This is an optimization exercise on Yosys and OpenROAD, whose aim is small area and a short achievable clock period, not a production implementation.
No run shown here included a check of the RTL's function; only the layout flow was run.
No activity file was given, so power comes from the tool's default toggle rates.

[design/flow/design.v]
module fadd_sub(
  input  logic        clk_i,
  input  logic [31:0] operand_a,
  input  logic [31:0] operand_b,
  output logic [31:0] result_o
);
  wire        sa = operand_a[31], sb = operand_b[31];
  wire [7:0]  fa = operand_a[30:23], fb = operand_b[30:23];
  wire        za = (fa == 8'd0), zb = (fb == 8'd0);    
  wire [7:0]  ea1 = {fa[7:1], fa[0] | za};             
  wire [7:0]  eb1 = {fb[7:1], fb[0] | zb};
  wire [23:0] ma = {~za, operand_a[22:0]};
  wire [23:0] mb = {~zb, operand_b[22:0]};
  wire [7:0]  ea = {fa[7:1], fa[0] | (za & (operand_a[22:0] != 23'd0))};
  wire [7:0]  eb = {fb[7:1], fb[0] | (zb & (operand_b[22:0] != 23'd0))};
  wire [7:0]  xp = fa ^ ~fb;
  wire [7:0]  xg = fa & ~fb;
  wire eg0 = xg[1] | (xp[1] & xg[0]);
  wire ep0 = xp[1] & xp[0];
  wire eg1 = xg[3] | (xp[3] & xg[2]);
  wire ep1 = xp[3] & xp[2];
  wire eg2 = xg[5] | (xp[5] & xg[4]);
  wire ep2 = xp[5] & xp[4];
  wire eg3 = xg[7] | (xp[7] & xg[6]);
  wire ep3 = xp[7] & xp[6];
  wire eg4 = xg[2] | (xp[2] & eg0);
  wire ep4 = xp[2] & ep0;
  wire eg5 = eg1 | (ep1 & eg0);
  wire ep5 = ep1 & ep0;
  wire eg6 = xg[6] | (xp[6] & eg2);
  wire ep6 = xp[6] & ep2;
  wire eg7 = eg3 | (ep3 & eg2);
  wire ep7 = ep3 & ep2;
  wire eg8 = xg[4] | (xp[4] & eg5);
  wire ep8 = xp[4] & ep5;
  wire eg9 = eg2 | (ep2 & eg5);
  wire ep9 = ep2 & ep5;
  wire eg10 = eg6 | (ep6 & eg5);
  wire ep10 = ep6 & ep5;
  wire eg11 = eg7 | (ep7 & eg5);
  wire ep11 = ep7 & ep5;
  wire [7:0]  gE = {eg11, eg10, eg9, eg8, eg5, eg4, eg0, xg[0]};
  wire [7:0]  pE;
  assign pE[0] = xp[0];
  assign pE[1] = pE[0] & xp[1];
  assign pE[2] = pE[1] & xp[2];
  assign pE[3] = pE[2] & xp[3];
  assign pE[4] = pE[3] & xp[4];
  assign pE[5] = pE[4] & xp[5];
  assign pE[6] = pE[5] & xp[6];
  assign pE[7] = pE[6] & xp[7];
  wire        a_exp_gt = gE[7];               
  wire        exp_eq = pE[7];                 
  wire [7:0]  d;                              
  wire        corr = za ^ zb;
  assign d[0] = a_exp_gt ? (xp[0] ^ ~corr) : ~(xp[0] ^ corr);
  assign d[1] = a_exp_gt ? (xp[1] ^ (gE[0] | (pE[0] & ~corr))) : ~(xp[1] ^ (gE[0] | (pE[0] & corr)));
  assign d[2] = a_exp_gt ? (xp[2] ^ (gE[1] | (pE[1] & ~corr))) : ~(xp[2] ^ (gE[1] | (pE[1] & corr)));
  assign d[3] = a_exp_gt ? (xp[3] ^ (gE[2] | (pE[2] & ~corr))) : ~(xp[3] ^ (gE[2] | (pE[2] & corr)));
  assign d[4] = a_exp_gt ? (xp[4] ^ (gE[3] | (pE[3] & ~corr))) : ~(xp[4] ^ (gE[3] | (pE[3] & corr)));
  assign d[5] = a_exp_gt ? (xp[5] ^ (gE[4] | (pE[4] & ~corr))) : ~(xp[5] ^ (gE[4] | (pE[4] & corr)));
  assign d[6] = a_exp_gt ? (xp[6] ^ (gE[5] | (pE[5] & ~corr))) : ~(xp[6] ^ (gE[5] | (pE[5] & corr)));
  assign d[7] = a_exp_gt ? (xp[7] ^ (gE[6] | (pE[6] & ~corr))) : ~(xp[7] ^ (gE[6] | (pE[6] & corr)));
  wire [23:0] ma_s = ma, mb_s = mb;
  wire        a_gt_b = a_exp_gt | (exp_eq & (operand_a[22:0] > operand_b[22:0]));
  wire        zero = (d[7:5] != 3'd0);                      
  wire        sub = sa ^ sb;
  wire [23:0] m_big   = a_gt_b ? ma : mb;
  wire [23:0] m_small = a_gt_b ? mb_s : ma_s;
  wire [3:0]  s01 = {d[1] & d[0], d[1] & ~d[0], ~d[1] & d[0], ~d[1] & ~d[0]};
  wire [3:0]  s23 = {d[3] & d[2], d[3] & ~d[2], ~d[3] & d[2], ~d[3] & ~d[2]};
  wire [23:0] sh4, sh16;
  assign sh4[0] = (s01[0] & m_small[0]) | (s01[1] & m_small[1]) | (s01[2] & m_small[2]) | (s01[3] & m_small[3]);
  assign sh4[1] = (s01[0] & m_small[1]) | (s01[1] & m_small[2]) | (s01[2] & m_small[3]) | (s01[3] & m_small[4]);
  assign sh4[2] = (s01[0] & m_small[2]) | (s01[1] & m_small[3]) | (s01[2] & m_small[4]) | (s01[3] & m_small[5]);
  assign sh4[3] = (s01[0] & m_small[3]) | (s01[1] & m_small[4]) | (s01[2] & m_small[5]) | (s01[3] & m_small[6]);
  assign sh4[4] = (s01[0] & m_small[4]) | (s01[1] & m_small[5]) | (s01[2] & m_small[6]) | (s01[3] & m_small[7]);
  assign sh4[5] = (s01[0] & m_small[5]) | (s01[1] & m_small[6]) | (s01[2] & m_small[7]) | (s01[3] & m_small[8]);
  assign sh4[6] = (s01[0] & m_small[6]) | (s01[1] & m_small[7]) | (s01[2] & m_small[8]) | (s01[3] & m_small[9]);
  assign sh4[7] = (s01[0] & m_small[7]) | (s01[1] & m_small[8]) | (s01[2] & m_small[9]) | (s01[3] & m_small[10]);
  assign sh4[8] = (s01[0] & m_small[8]) | (s01[1] & m_small[9]) | (s01[2] & m_small[10]) | (s01[3] & m_small[11]);
  assign sh4[9] = (s01[0] & m_small[9]) | (s01[1] & m_small[10]) | (s01[2] & m_small[11]) | (s01[3] & m_small[12]);
  assign sh4[10] = (s01[0] & m_small[10]) | (s01[1] & m_small[11]) | (s01[2] & m_small[12]) | (s01[3] & m_small[13]);
  assign sh4[11] = (s01[0] & m_small[11]) | (s01[1] & m_small[12]) | (s01[2] & m_small[13]) | (s01[3] & m_small[14]);
  assign sh4[12] = (s01[0] & m_small[12]) | (s01[1] & m_small[13]) | (s01[2] & m_small[14]) | (s01[3] & m_small[15]);
  assign sh4[13] = (s01[0] & m_small[13]) | (s01[1] & m_small[14]) | (s01[2] & m_small[15]) | (s01[3] & m_small[16]);
  assign sh4[14] = (s01[0] & m_small[14]) | (s01[1] & m_small[15]) | (s01[2] & m_small[16]) | (s01[3] & m_small[17]);
  assign sh4[15] = (s01[0] & m_small[15]) | (s01[1] & m_small[16]) | (s01[2] & m_small[17]) | (s01[3] & m_small[18]);
  assign sh4[16] = (s01[0] & m_small[16]) | (s01[1] & m_small[17]) | (s01[2] & m_small[18]) | (s01[3] & m_small[19]);
  assign sh4[17] = (s01[0] & m_small[17]) | (s01[1] & m_small[18]) | (s01[2] & m_small[19]) | (s01[3] & m_small[20]);
  assign sh4[18] = (s01[0] & m_small[18]) | (s01[1] & m_small[19]) | (s01[2] & m_small[20]) | (s01[3] & m_small[21]);
  assign sh4[19] = (s01[0] & m_small[19]) | (s01[1] & m_small[20]) | (s01[2] & m_small[21]) | (s01[3] & m_small[22]);
  assign sh4[20] = (s01[0] & m_small[20]) | (s01[1] & m_small[21]) | (s01[2] & m_small[22]) | (s01[3] & m_small[23]);
  assign sh4[21] = (s01[0] & m_small[21]) | (s01[1] & m_small[22]) | (s01[2] & m_small[23]);
  assign sh4[22] = (s01[0] & m_small[22]) | (s01[1] & m_small[23]);
  assign sh4[23] = (s01[0] & m_small[23]);
  wire [23:0] sh12;
  assign sh12[0] = (s23[0] & sh4[0]) | (s23[1] & sh4[4]) | (s23[2] & sh4[8]) | (s23[3] & sh4[12]);
  assign sh12[1] = (s23[0] & sh4[1]) | (s23[1] & sh4[5]) | (s23[2] & sh4[9]) | (s23[3] & sh4[13]);
  assign sh12[2] = (s23[0] & sh4[2]) | (s23[1] & sh4[6]) | (s23[2] & sh4[10]) | (s23[3] & sh4[14]);
  assign sh12[3] = (s23[0] & sh4[3]) | (s23[1] & sh4[7]) | (s23[2] & sh4[11]) | (s23[3] & sh4[15]);
  assign sh12[4] = (s23[0] & sh4[4]) | (s23[1] & sh4[8]) | (s23[2] & sh4[12]) | (s23[3] & sh4[16]);
  assign sh12[5] = (s23[0] & sh4[5]) | (s23[1] & sh4[9]) | (s23[2] & sh4[13]) | (s23[3] & sh4[17]);
  assign sh12[6] = (s23[0] & sh4[6]) | (s23[1] & sh4[10]) | (s23[2] & sh4[14]) | (s23[3] & sh4[18]);
  assign sh12[7] = (s23[0] & sh4[7]) | (s23[1] & sh4[11]) | (s23[2] & sh4[15]) | (s23[3] & sh4[19]);
  assign sh12[8] = (s23[0] & sh4[8]) | (s23[1] & sh4[12]) | (s23[2] & sh4[16]) | (s23[3] & sh4[20]);
  assign sh12[9] = (s23[0] & sh4[9]) | (s23[1] & sh4[13]) | (s23[2] & sh4[17]) | (s23[3] & sh4[21]);
  assign sh12[10] = (s23[0] & sh4[10]) | (s23[1] & sh4[14]) | (s23[2] & sh4[18]) | (s23[3] & sh4[22]);
  assign sh12[11] = (s23[0] & sh4[11]) | (s23[1] & sh4[15]) | (s23[2] & sh4[19]) | (s23[3] & sh4[23]);
  assign sh12[12] = (s23[0] & sh4[12]) | (s23[1] & sh4[16]) | (s23[2] & sh4[20]);
  assign sh12[13] = (s23[0] & sh4[13]) | (s23[1] & sh4[17]) | (s23[2] & sh4[21]);
  assign sh12[14] = (s23[0] & sh4[14]) | (s23[1] & sh4[18]) | (s23[2] & sh4[22]);
  assign sh12[15] = (s23[0] & sh4[15]) | (s23[1] & sh4[19]) | (s23[2] & sh4[23]);
  assign sh12[16] = (s23[0] & sh4[16]) | (s23[1] & sh4[20]);
  assign sh12[17] = (s23[0] & sh4[17]) | (s23[1] & sh4[21]);
  assign sh12[18] = (s23[0] & sh4[18]) | (s23[1] & sh4[22]);
  assign sh12[19] = (s23[0] & sh4[19]) | (s23[1] & sh4[23]);
  assign sh12[20] = (s23[0] & sh4[20]);
  assign sh12[21] = (s23[0] & sh4[21]);
  assign sh12[22] = (s23[0] & sh4[22]);
  assign sh12[23] = (s23[0] & sh4[23]);
  assign sh16 = d[4] ? {16'b0, sh12[23:16]} : sh12;
  wire [23:0] y = (zero ? 24'd0 : sh16) ^ {24{sub}};
  logic        r_sign, r_sub;
  logic [7:0]  r_exp;
  logic [23:0] r_x, r_y;
  always_ff @(posedge clk_i) begin
    r_sign <= a_gt_b ? sa : sb;
    r_sub  <= sub;
    r_exp  <= a_gt_b ? ea : eb;
    r_x    <= m_big;
    r_y    <= y;
  end
  wire [24:0] p = {r_x ^ r_y, 1'b0};
  wire [24:0] g = {r_x & r_y, r_sub};
  wire [24:0] s;    
  wire cg12 = g[1] | (p[1] & g[0]);
  wire cp12 = p[1] & p[0];
  wire cg13 = g[3] | (p[3] & g[2]);
  wire cp13 = p[3] & p[2];
  wire cg14 = g[5] | (p[5] & g[4]);
  wire cp14 = p[5] & p[4];
  wire cg15 = g[7] | (p[7] & g[6]);
  wire cp15 = p[7] & p[6];
  wire cg16 = g[9] | (p[9] & g[8]);
  wire cp16 = p[9] & p[8];
  wire cg17 = g[11] | (p[11] & g[10]);
  wire cp17 = p[11] & p[10];
  wire cg18 = g[13] | (p[13] & g[12]);
  wire cp18 = p[13] & p[12];
  wire cg19 = g[15] | (p[15] & g[14]);
  wire cp19 = p[15] & p[14];
  wire cg20 = g[17] | (p[17] & g[16]);
  wire cp20 = p[17] & p[16];
  wire cg21 = g[19] | (p[19] & g[18]);
  wire cp21 = p[19] & p[18];
  wire cg22 = g[21] | (p[21] & g[20]);
  wire cp22 = p[21] & p[20];
  wire cg23 = g[23] | (p[23] & g[22]);
  wire cp23 = p[23] & p[22];
  wire cg24 = g[2] | (p[2] & cg12);
  wire cp24 = p[2] & cp12;
  wire cg25 = cg13 | (cp13 & cg12);
  wire cp25 = cp13 & cp12;
  wire cg26 = g[6] | (p[6] & cg14);
  wire cp26 = p[6] & cp14;
  wire cg27 = cg15 | (cp15 & cg14);
  wire cp27 = cp15 & cp14;
  wire cg28 = g[10] | (p[10] & cg16);
  wire cp28 = p[10] & cp16;
  wire cg29 = cg17 | (cp17 & cg16);
  wire cp29 = cp17 & cp16;
  wire cg30 = g[14] | (p[14] & cg18);
  wire cp30 = p[14] & cp18;
  wire cg31 = cg19 | (cp19 & cg18);
  wire cp31 = cp19 & cp18;
  wire cg32 = g[18] | (p[18] & cg20);
  wire cp32 = p[18] & cp20;
  wire cg33 = cg21 | (cp21 & cg20);
  wire cp33 = cp21 & cp20;
  wire cg34 = g[22] | (p[22] & cg22);
  wire cp34 = p[22] & cp22;
  wire cg35 = cg23 | (cp23 & cg22);
  wire cp35 = cp23 & cp22;
  wire cg36 = g[4] | (p[4] & cg25);
  wire cp36 = p[4] & cp25;
  wire cg37 = cg14 | (cp14 & cg25);
  wire cp37 = cp14 & cp25;
  wire cg38 = cg26 | (cp26 & cg25);
  wire cp38 = cp26 & cp25;
  wire cg39 = cg27 | (cp27 & cg25);
  wire cp39 = cp27 & cp25;
  wire cg40 = g[12] | (p[12] & cg29);
  wire cp40 = p[12] & cp29;
  wire cg41 = cg18 | (cp18 & cg29);
  wire cp41 = cp18 & cp29;
  wire cg42 = cg30 | (cp30 & cg29);
  wire cp42 = cp30 & cp29;
  wire cg43 = cg31 | (cp31 & cg29);
  wire cp43 = cp31 & cp29;
  wire cg44 = g[20] | (p[20] & cg33);
  wire cp44 = p[20] & cp33;
  wire cg45 = cg22 | (cp22 & cg33);
  wire cp45 = cp22 & cp33;
  wire cg46 = cg34 | (cp34 & cg33);
  wire cp46 = cp34 & cp33;
  wire cg47 = cg35 | (cp35 & cg33);
  wire cp47 = cp35 & cp33;
  wire cg48 = g[8] | (p[8] & cg39);
  wire cp48 = p[8] & cp39;
  wire cg49 = cg16 | (cp16 & cg39);
  wire cp49 = cp16 & cp39;
  wire cg50 = cg28 | (cp28 & cg39);
  wire cp50 = cp28 & cp39;
  wire cg51 = cg29 | (cp29 & cg39);
  wire cp51 = cp29 & cp39;
  wire cg52 = cg40 | (cp40 & cg39);
  wire cp52 = cp40 & cp39;
  wire cg53 = cg41 | (cp41 & cg39);
  wire cp53 = cp41 & cp39;
  wire cg54 = cg42 | (cp42 & cg39);
  wire cp54 = cp42 & cp39;
  wire cg55 = cg43 | (cp43 & cg39);
  wire cp55 = cp43 & cp39;
  wire cg56 = g[24] | (p[24] & cg47);
  wire cp56 = p[24] & cp47;
  wire cg57 = g[16] | (p[16] & cg55);
  wire cp57 = p[16] & cp55;
  wire cg58 = cg20 | (cp20 & cg55);
  wire cp58 = cp20 & cp55;
  wire cg59 = cg32 | (cp32 & cg55);
  wire cp59 = cp32 & cp55;
  wire cg60 = cg33 | (cp33 & cg55);
  wire cp60 = cp33 & cp55;
  wire cg61 = cg44 | (cp44 & cg55);
  wire cp61 = cp44 & cp55;
  wire cg62 = cg45 | (cp45 & cg55);
  wire cp62 = cp45 & cp55;
  wire cg63 = cg46 | (cp46 & cg55);
  wire cp63 = cp46 & cp55;
  wire cg64 = cg47 | (cp47 & cg55);
  wire cp64 = cp47 & cp55;
  wire cg65 = cg56 | (cp56 & cg55);
  wire cp65 = cp56 & cp55;
  assign s[0] = p[1] ^ g[0];
  assign s[1] = p[2] ^ cg12;
  assign s[2] = p[3] ^ cg24;
  assign s[3] = p[4] ^ cg25;
  assign s[4] = p[5] ^ cg36;
  assign s[5] = p[6] ^ cg37;
  assign s[6] = p[7] ^ cg38;
  assign s[7] = p[8] ^ cg39;
  assign s[8] = p[9] ^ cg48;
  assign s[9] = p[10] ^ cg49;
  assign s[10] = p[11] ^ cg50;
  assign s[11] = p[12] ^ cg51;
  assign s[12] = p[13] ^ cg52;
  assign s[13] = p[14] ^ cg53;
  assign s[14] = p[15] ^ cg54;
  assign s[15] = p[16] ^ cg55;
  assign s[16] = p[17] ^ cg57;
  assign s[17] = p[18] ^ cg58;
  assign s[18] = p[19] ^ cg59;
  assign s[19] = p[20] ^ cg60;
  assign s[20] = p[21] ^ cg61;
  assign s[21] = p[22] ^ cg62;
  assign s[22] = p[23] ^ cg63;
  assign s[23] = p[24] ^ cg64;
  assign s[24] = cg65;
  wire        norm = s[24] & ~r_sub;    
  assign result_o = {r_sign,
                     norm ? r_exp + 8'd1 : r_exp,
                     norm ? s[23:1] : s[22:0]};
endmodule
[design/flow/flow/run.sh]
#!/bin/bash
# Own layout flow: the standard ORFS flow (standard.sh), with these changes:
#  - ports are buffered with sky130_fd_sc_hd__buf_1 (which repair may upsize)
#    instead of the clkdlybuf4s50_1 that buffer_ports picks by default;
#  - repair_timing aims for a setup slack margin of MARGIN ns (flow/margin);
#  - if flow/abc.script exists, synthesis is the standard synthesis script
#    with that ABC script for the combinational mapping (flow/my_synth.tcl);
#    flip-flops are mapped before ABC runs, so registers are unchanged;
#  - any extra ORFS variables listed in flow/env (KEY=VALUE lines).
# Every tool's output goes to the ORFS logs under orfs/logs, and make's own
# output to standard.log in this folder.
set -euo pipefail
MARGIN=$(cat flow/margin 2>/dev/null || echo 5)
export BUFFER_PORTS_ARGS="-buffer_cell sky130_fd_sc_hd__buf_1"
if [[ -f flow/env ]]; then set -a; source flow/env; set +a; fi
EXTRA=()
if [[ -f flow/abc.script ]]; then
  export MY_ABC_SCRIPT="$PWD/flow/abc.script"
  EXTRA+=("SYNTH_SCRIPT=$PWD/flow/my_synth.tcl")
fi
bash standard.sh "${EXTRA[@]}" SETUP_SLACK_MARGIN=$MARGIN finish > standard.log 2>&1
[design/flow/flow/abc.script]
strash
dch
map -B 0.9 -D 4000
topo
stime -c
buffer -c
upsize -c -D 4000
dnsize -c -D 4000
[design/flow/flow/env]
CTS_ARGS="-sink_clustering_enable -repair_clock_nets -dont_use_dummy_load -buf_list sky130_fd_sc_hd__clkbuf_8"
[design/flow/flow/margin]
6.3
[design/flow/flow/my_synth.tcl]
# The standard synthesis script (synth_recipe.tcl), except that Yosys's abc
# step runs the ABC script named by MY_ABC_SCRIPT instead of ORFS's.
proc synth {args} { yosys synth -nofsm -noshare {*}$args }
proc abc {args} {
  set i [lsearch -exact $args -script]
  if {$i >= 0 && [info exists ::env(MY_ABC_SCRIPT)] && $::env(MY_ABC_SCRIPT) ne ""} {
    lset args [expr {$i + 1}] $::env(MY_ABC_SCRIPT)
  }
  yosys abc {*}$args
}
source $::env(SCRIPTS_DIR)/synth.tcl
# left out here: clear keep_hierarchy, flatten, clean up, hide names made inside functions, write 1_2_yosys.v
[design/flow/standard.sh]
#!/bin/bash
# synth_recipe.tcl (not shown) runs the flow's synth.tcl, then flattens the netlist and writes it again
# the make line also repeats each setting of config.mk as NAME=value (left out here)
make -C /OpenROAD-flow-scripts/flow DESIGN_CONFIG=/design/flow/config.mk WORK_HOME=/design/flow/orfs CLKGATE_MAP_FILE= SYNTH_SCRIPT=/design/flow/synth_recipe.tcl "${@:-finish}"
[design/flow/config.mk]
export PLATFORM = sky130hd
export DESIGN_NAME = fadd_sub
export DESIGN_NICKNAME = fadd_sub
export VERILOG_FILES = /design/flow/design.v
export SDC_FILE = /design/flow/constraint.sdc
export NUM_CORES = 4
export LEC_CHECK = 0
export ABC_AREA = 1
export CAP_MARGIN = 20
export CORE_MARGIN = 2
export CORE_UTILIZATION = 40
export SLEW_MARGIN = 20
[design/flow/constraint.sdc]
create_clock -name core_clock -period 12.0 [get_ports {clk_i}]
set_input_delay 2.4000 -clock core_clock [delete_from_list [all_inputs] [get_ports {clk_i}]]
set_output_delay 2.4000 -clock core_clock [all_outputs]
set_load 0.01 [all_outputs]
==> results of run 1 <==
layer usage:
metal	part of all wire, %	GRT usage [%]	vias up
met3	6.1	3.637	27
met5	0	0	-
met2	44	37.52	235
met4	1.7	6.340	0
li1	-	-	3403
met1	48	34.78	2913
worst paths after layout:
path	end	start	slack (ns)	cells after the start
hold / removal	r_sign	operand_a[31]	2.32	3
setup / recovery	result_o[28]	r_y[0]	6.40	24
report_power, final:
part	internal [mW]	switching [mW]
logic	0.258	0.435
registers	0.224	0.0168
clock network	0.0663	0.0618
total	0.549	0.513
cell usage in the layout (no fill, tap or decap), types with 10 or more instances in the layout:
master      n
or2_2      12
nand3_1   113
o21ai_0    77
nor2_1     61
nand4_1    24
buf_1      76
nand2_2    11
clkbuf_2   11
buf_4      25
inv_1      95
nor4_1     10
nand2_1   250
dfxtp_1    56
a21oi_1    48
ha_1       55
xor2_1     39
cell type report:
type | count | area (µm²) | share of cell area (%)
Tap cell | 184 | 230.2 | 3.237
Sequential cell | 58 | 1164 | 16.36
Timing Repair inverter | 2 | 17.52 | 0.2463
Multi-Input combinational cell | 770 | 4447 | 62.53
Inverter | 104 | 416.7 | 5.859
Timing Repair Buffer | 128 | 713.2 | 10.03
Clock buffer | 9 | 123.9 | 1.742
state kept, by name, indices dropped and copies added, names as in the netlist:
name	flops
r_exp	8
r_sub	1
r_y	24
r_x	24
r_sign	1
repair_timing:
action | 4_1_cts | 5_1_grt
resized for setup | 55 | 45
endpoints found under the hold margin | 0 | 0
cloned | 4 | 2
setup buffers | 14 | 11
pin swaps | 13 | 12
hold buffers | 0 | 0
setup endpoints to repair | 56 | 55
kinds of logic (layout without fill, tap and decap cells):
family	after synthesis	after routing	synth area share, %
DFF	58	58	19.64
AOI/OAI and AO/OA	151	151	13.52
and+or+nand+nor	507	509	36.84
adders and majority gates	62	62	14.01
buffers and inverters	139	243	8.887
xor gates and xnor gates	48	48	7.110
==> results.txt, run 1 <==
* Fmax at 0.1785 GHz
* #FFs+latches synth at 58
* Placed cell count at 1215
* DIE HEIGHT at 125.6 µm
* CP peak stage delay at 0.38 ns
* Initial antenna violation count at 0
* Largest net degree at the start of global routing at 99
* Ys flop type: dfxtp_1
* Place WS at 4.863 ns
* Drt first pass iters at 5
* Worst-margin pin slew at 0.8131 ns
* CTS H-tree depth at 3
* Final Max Tran Viols at 0
* Avg Cell Area, Syn at 6.128 µm²
* CTS max path bufs at 2
* GRT overflow at 0
* Reg clk slew, reported paths at 0.07 ns
* Aggregate global-route resource usage at 24.10%
* Vias in the first global route at 5978
* Initial core utilization at 40.84%
* TNS Setup at 0 ns
* Drc violations at 0
* Cts bufs inserted at 9
* Synthesized Nets at 1092
* Unique masters post-synth at 28
* Total Power at 1.062 mW
* Clk root buf: clkbuf_8
* Mapped Cells at 965
* Top-count cell post-synth: nand2_1
* Design Area, Final at 7112 µm²
* Synth area leaders: dfxtp_1 20%, nand2_1 17%, ha_1 12%
* Placer Congestion at 0.9536
* CP endpoint kind: output port
* Die Footprint at 15770 µm²
* Post-route insts no fill at 1255
* CP max FO at 8
* VDD IR-drop max at 0.05361 mV
* Status: timing/DRC/antenna clean
* Final Hold Viols at 0
* Placed inst area at 6411 µm²
* Min cycle time layout at 5.603 ns
* Crit path DAT at 3.20 ns
* Top delay family on crit path: simple AND/OR/NAND/NOR gates
* Async set or reset register ratio after synthesis at 0%
* Sequential area share after synthesis at 19.64%
* Post-synth top cells: 266 x nand2_1, 116 x nand3_1, 100 x inv_1
* Vias after detailed routing at 6578
* Top cell type's share of synthesized area at 19.64%
* Antenna Nets Post-Route at 0
* Drt via density at 5.241
* Area grow syn2layout at 20.27%
* Pwr/cell area at 149.3 nW/µm²
* Ports at 97
* Dpl hpwl at 14880 µm
* Hold slack at 2.321 ns
* WS Path Type: reg2out
* First-pass GRT wire length at 30640 µm
* Fin crit share at 46.69%
* Worst hold-check path type: in2reg
* I/O Buffers at 96
* Final WL at 19470 µm
* RSZ-0062 raised after global routing: true
* Layout cells sized above 1 at 11.58%
* Diode count at 0
* Buf/Inv on CP at 5
* Relative slew slack at 45.46%
* Fill cells at 1553
* Max_cap viols at 0
* Leak Pwr at 3.498 nW
* Slowest CP cell: fa_2
* Req. time, crit path at 9.60 ns
* Startpoint types: flop
* Rows at 44
* Synthesized area at 5913 µm²
* CTS tree: built
* Core area at 14480 µm²
* Synth warn at 1
* Cell taking the most area after synthesis: dfxtp_1
* Crit-path cells: inv_2, fa_2, inv_2, nand3_2, nand2_2, nand2_2, nand2_2, nand2_2, a21oi_4, nand3_2, nand2_2, a21boi_4, o21ai_2, nand2_1, nand2_2, inv_2, o21ai_4, nand2_2, nand2_4, nand2_8, clkinv_8, nand2_4, xnor2_2, buf_2
* CTS Sinks at 58
* Setup-failing EPs final at 0
* Post-synth EDFFs at 0
* Most frequent CP cell: nand2_2
* Setup slack after layout at 6.397 ns
* Post-layout util at 49.12%
* Nets at 1200
* Drt wl/cell at 15.51 µm
* Die width at 125.6 µm
* First-iteration detailed-routing DRC count at 479
==> run 2: changes to the inputs <==
==> design/flow/flow/env (replaced) <==
CTS_ARGS="-sink_clustering_enable -repair_clock_nets -dont_use_dummy_load -buf_list sky130_fd_sc_hd__clkbuf_8"
ADDER_MAP_FILE=
==> results.txt, run 2 <==
* Status: timing/DRC/antenna clean (unchanged)
* Post-synth top cells: 314 x nand2_1, 196 x nor2_1, 154 x nand3_1 (was 266 x nand2_1, 116 x nand3_1, 100 x inv_1)
* Aggregate global-route resource usage at 21.48% (was 24.10%)
* Synthesized area at 5993 µm² (was 5913 µm²)
* Worst-margin pin slew at 0.7295 ns (was 0.8131 ns)
* First-pass GRT wire length at 28640 µm (was 30640 µm)
* Hold_buf cts at 0 (unchanged)
* Mapped Cells at 1134 (was 965)
* Nets at 1285 (was 1200)
* Largest net degree at the start of global routing at 89 (was 99)
* Relative slew slack at 51.31% (was 45.46%)
* Drt via density at 4.954 (was 5.241)
* Crit path DAT at 2.99 ns (was 3.20 ns)
* Place WS at 5.602 ns (was 4.863 ns)
* Hold slack at 2.351 ns (was 2.321 ns)
* WS Path Type: reg2out (unchanged)
* Vias after detailed routing at 6945 (was 6578)
* Initial antenna violation count at 0 (unchanged)
* Most frequent cells in the layout: 307 x nand2_1, 193 x nor2_1, 154 x nand3_1 (was 250 x nand2_1, 113 x nand3_1, 95 x inv_1)
* Avg Cell Area, Syn at 5.285 µm² (was 6.128 µm²)
* Total Power at 0.9484 mW (was 1.062 mW)
* Area grow syn2layout at 13.28% (was 20.27%)
* Diode count at 0 (unchanged)
* I/O Buffers at 96 (unchanged)
* Die width at 126.4 µm (was 125.6 µm)
* First-iteration detailed-routing DRC count at 641 (was 479)
* Synthesized Nets at 1199 (was 1092)
* Setup slack after layout at 6.611 ns (was 6.397 ns)
* Setup-failing EPs final at 0 (unchanged)
* Fmax at 0.1855 GHz (was 0.1785 GHz)
* CP max FO at 10 (was 8)
* Top cell type's share of synthesized area at 19.67% (was 19.64%)
* Core area at 14590 µm² (was 14480 µm²)
* WHS Path Cells at 3 (unchanged)
* TNS Setup at 0 ns (unchanged)
* Reg clk slew, reported paths at 0.06 ns (was 0.07 ns)
* CTS tree: built (unchanged)
* Die Footprint at 15980 µm² (was 15770 µm²)
* Crit-path cells: nand2_1, a21boi_1, o21ai_1, o21bai_2, o21ai_2, nand2_1, nand2_2, a21oi_4, o21bai_4, nand3_1, o211ai_1, nand2_4, clkinvlp_4, buf_4, mux2i_1, buf_1 (was inv_2, fa_2, inv_2, nand3_2, nand2_2, nand2_2, nand2_2, nand2_2, a21oi_4, nand3_2, nand2_2, a21boi_4, o21ai_2, nand2_1, nand2_2, inv_2, o21ai_4, nand2_2, nand2_4, nand2_8, clkinv_8, nand2_4, xnor2_2, buf_2)
* RSZ-0062 raised after global routing: false (was true)
* Vias in the first global route at 5952 (was 5978)
* Antenna Nets Post-Route at 0 (unchanged)
* Final WL at 17620 µm (was 19470 µm)
* GRT overflow at 0 (unchanged)
* Hold endpoint: r_exp[3] (was r_sign)
* Post-synth EDFFs at 0 (unchanged)
* #FFs+latches synth at 58 (unchanged)
* Final Hold Viols at 0 (unchanged)
* DIE HEIGHT at 126.4 µm (was 125.6 µm)
* Synth area leaders: nand2_1 20%, dfxtp_1 19%, nand3_1 13% (was dfxtp_1 20%, nand2_1 17%, ha_1 12%)
* Most common cell after layout, fill and taps aside: nand2_1 (unchanged)
* CTS max path bufs at 2 (unchanged)
* Drt first pass iters at 5 (unchanged)
* Cts bufs inserted at 9 (unchanged)
* Max_cap viols at 0 (unchanged)
* Final Max Tran Viols at 0 (unchanged)
* Initial core utilization at 41.08% (was 40.84%)
* Req. time, crit path at 9.60 ns (about the same)
* CP endpoint kind: output port (unchanged)
* Ports at 97 (unchanged)
* Startpoint types: flop (unchanged)
* Drt wl/cell at 12.56 µm (was 15.51 µm)
* Slowest CP cell: dfxtp_1 (was fa_2)
* Biggest regs: r_x: 24 flops, r_y: 24 flops, r_exp: 8 flops (unchanged)
* Drc violations at 0 (unchanged)
* CTS H-tree depth at 3 (unchanged)
* Async set or reset register ratio after synthesis at 0% (unchanged)
* Hold wc startpoint: operand_a[26] (was operand_a[31])
* Fin crit share at 44.91% (was 46.69%)
* Top-count cell post-synth: nand2_1 (unchanged)
* Pwr/cell area at 139.7 nW/µm² (was 149.3 nW/µm²)
* Worst hold-check path type: in2reg (unchanged)
* Sequential area share after synthesis at 19.37% (was 19.64%)
* Placer Congestion at 0.8851 (was 0.9536)
* Unique masters post-synth at 33 (was 28)
* CP peak stage delay at 0.33 ns (was 0.38 ns)
* Clk root buf: clkbuf_8 (unchanged)
* Synth warn at 1 (unchanged)
* Ys flop type: dfxtp_1 (unchanged)
* VDD IR-drop max at 0.05166 mV (was 0.05361 mV)
* Leak Pwr at 3.476 nW (was 3.498 nW)
* Post-layout util at 46.54% (was 49.12%)
* CTS Sinks at 58 (unchanged)
* Dpl hpwl at 14030 µm (was 14880 µm)
* Rows at 44 (unchanged)
* Layout cells sized above 1 at 3.695% (was 11.58%)
* Cell taking the most area after synthesis: nand2_1 (was dfxtp_1)
* Most frequent CP cell: nand2_1 (was nand2_2)
* Min cycle time layout at 5.389 ns (was 5.603 ns)
-- run 2: cell types whose count changed after synthesis, moves of 5 or more --
| cell | before | now |
|---|---|---|
| o22ai_1 | 1 | 7 |
| nor3_1 | 7 | 12 |
| nand2_1 | 266 | 314 |
| nor2_1 | 70 | 196 |
| nand4_1 | 24 | 10 |
| fa_1 | 7 | 0 |
| or2_2 | 12 | 1 |
| inv_1 | 100 | 144 |
| ha_1 | 55 | 0 |
| nand3_1 | 116 | 154 |
| xnor2_1 | 8 | 13 |
| a21oi_1 | 49 | 30 |
-- run 2: routing by layer --
layer  part of all wire, %  wire length (µm)  track usage (%)
met2                    41              7230            30.83
met5                     0                 0                0
met3                   5.1               895            2.362
met4                   1.2               207            5.430
met1                    53              9280            33.73
-- run 2: how the worst max path moves through the flow --
stage                  start           end  slack (ns)  cells past startpoint
2_1_floorplan         r_x[0]  result_o[17]        6.80                     17
3_3_place_gp   operand_a[24]       r_y[20]        5.64                     16
3_5_place_dp          r_x[0]  result_o[27]        5.60                     17
4_1_cts        operand_a[24]       r_y[20]        6.30                     16
5_1_grt        operand_b[23]        r_y[9]        6.29                     25
6_report              r_x[0]  result_o[20]        6.61                     16
-- run 2: stage by stage --
stage               cell area, µm²  std cells
detailed placement            6500       1385
finish                        6789       1402
global placement              6500       1385
CTS                           6703       1400
floorplan                     5993       1134
global route                  6789       1402
-- run 2: cell families (layout without fill, tap and decap cells) --
group	after synthesis	in the layout	share of synthesized area, %
buf+inv	181	264	11.40
simple gates	699	700	48.25
xor+xnor	52	52	7.599
flops	58	58	19.37
compound gates	141	141	12.86
mux	3	3	0.5219
-- run 2: cell type report --
type / count / area (µm²)
fillers: 1630 / 7800
multi-input cells: 896 / 4229
flip-flops and latches: 58 / 1161
inverters: 145 / 551.8
repair buffers: 108 / 480.5
well taps: 184 / 230.2
clock buffers: 9 / 123.9
repair inverters: 2 / 12.51
-- run 2: worst max-delay path: cells and delay by family (launching register included) --
family          cells  cell delay [ns]
simple gates        5             0.56
buf+inv             3             0.44
mux                 1             0.19
flops               1             0.33
compound gates      7             1.14
-- run 2: repair_timing --
item | CTS | global route
resized for setup | 13 | 18
buffers inserted | 4 | 0
pin swaps | 2 | 1
cloned | 2 | 2
endpoints found under the setup margin | 52 | 55
-- run 2: where the power goes --
group          internal, mW  switching (mW)
clock                0.0662          0.0601
sequential            0.225          0.0170
combinational         0.195           0.385
total                 0.486           0.462

port drivers added, routing unchanged:
The results above use ideal ports. As a check the final layouts listed here were re-extracted and re-timed, cells and wires unchanged. Step 1 (the two cells are an assumption about what drives the block):
set clk [get_ports {clk_i}]
set_driving_cell -lib_cell sky130_fd_sc_hd__clkbuf_16 $clk
set_driving_cell -lib_cell sky130_fd_sc_hd__buf_2 [delete_from_list [all_inputs] $clk]
Step 2 also shifts input and output timing later by t, the mid clock arrival at the registers, as if the neighbouring blocks saw the same clock. a / b / c = ideal / step 1 / step 2; a / b = the first two.
run	shift t [ns]	setup slack, ns	slew at the worst register clock pin (ns)	cell pins on the clock port's net
run 1	0.351	6.397 / 6.365 / 6.232	0.07 / 0.07	1
run 2	0.346	6.611 / 6.582 / 6.327	0.06 / 0.06	1
After both steps setup and hold are still met in every run listed. For run 2, which loses most, drivers alone change the setup slack by -0.029 ns; drivers and shift together by -0.284 ns.
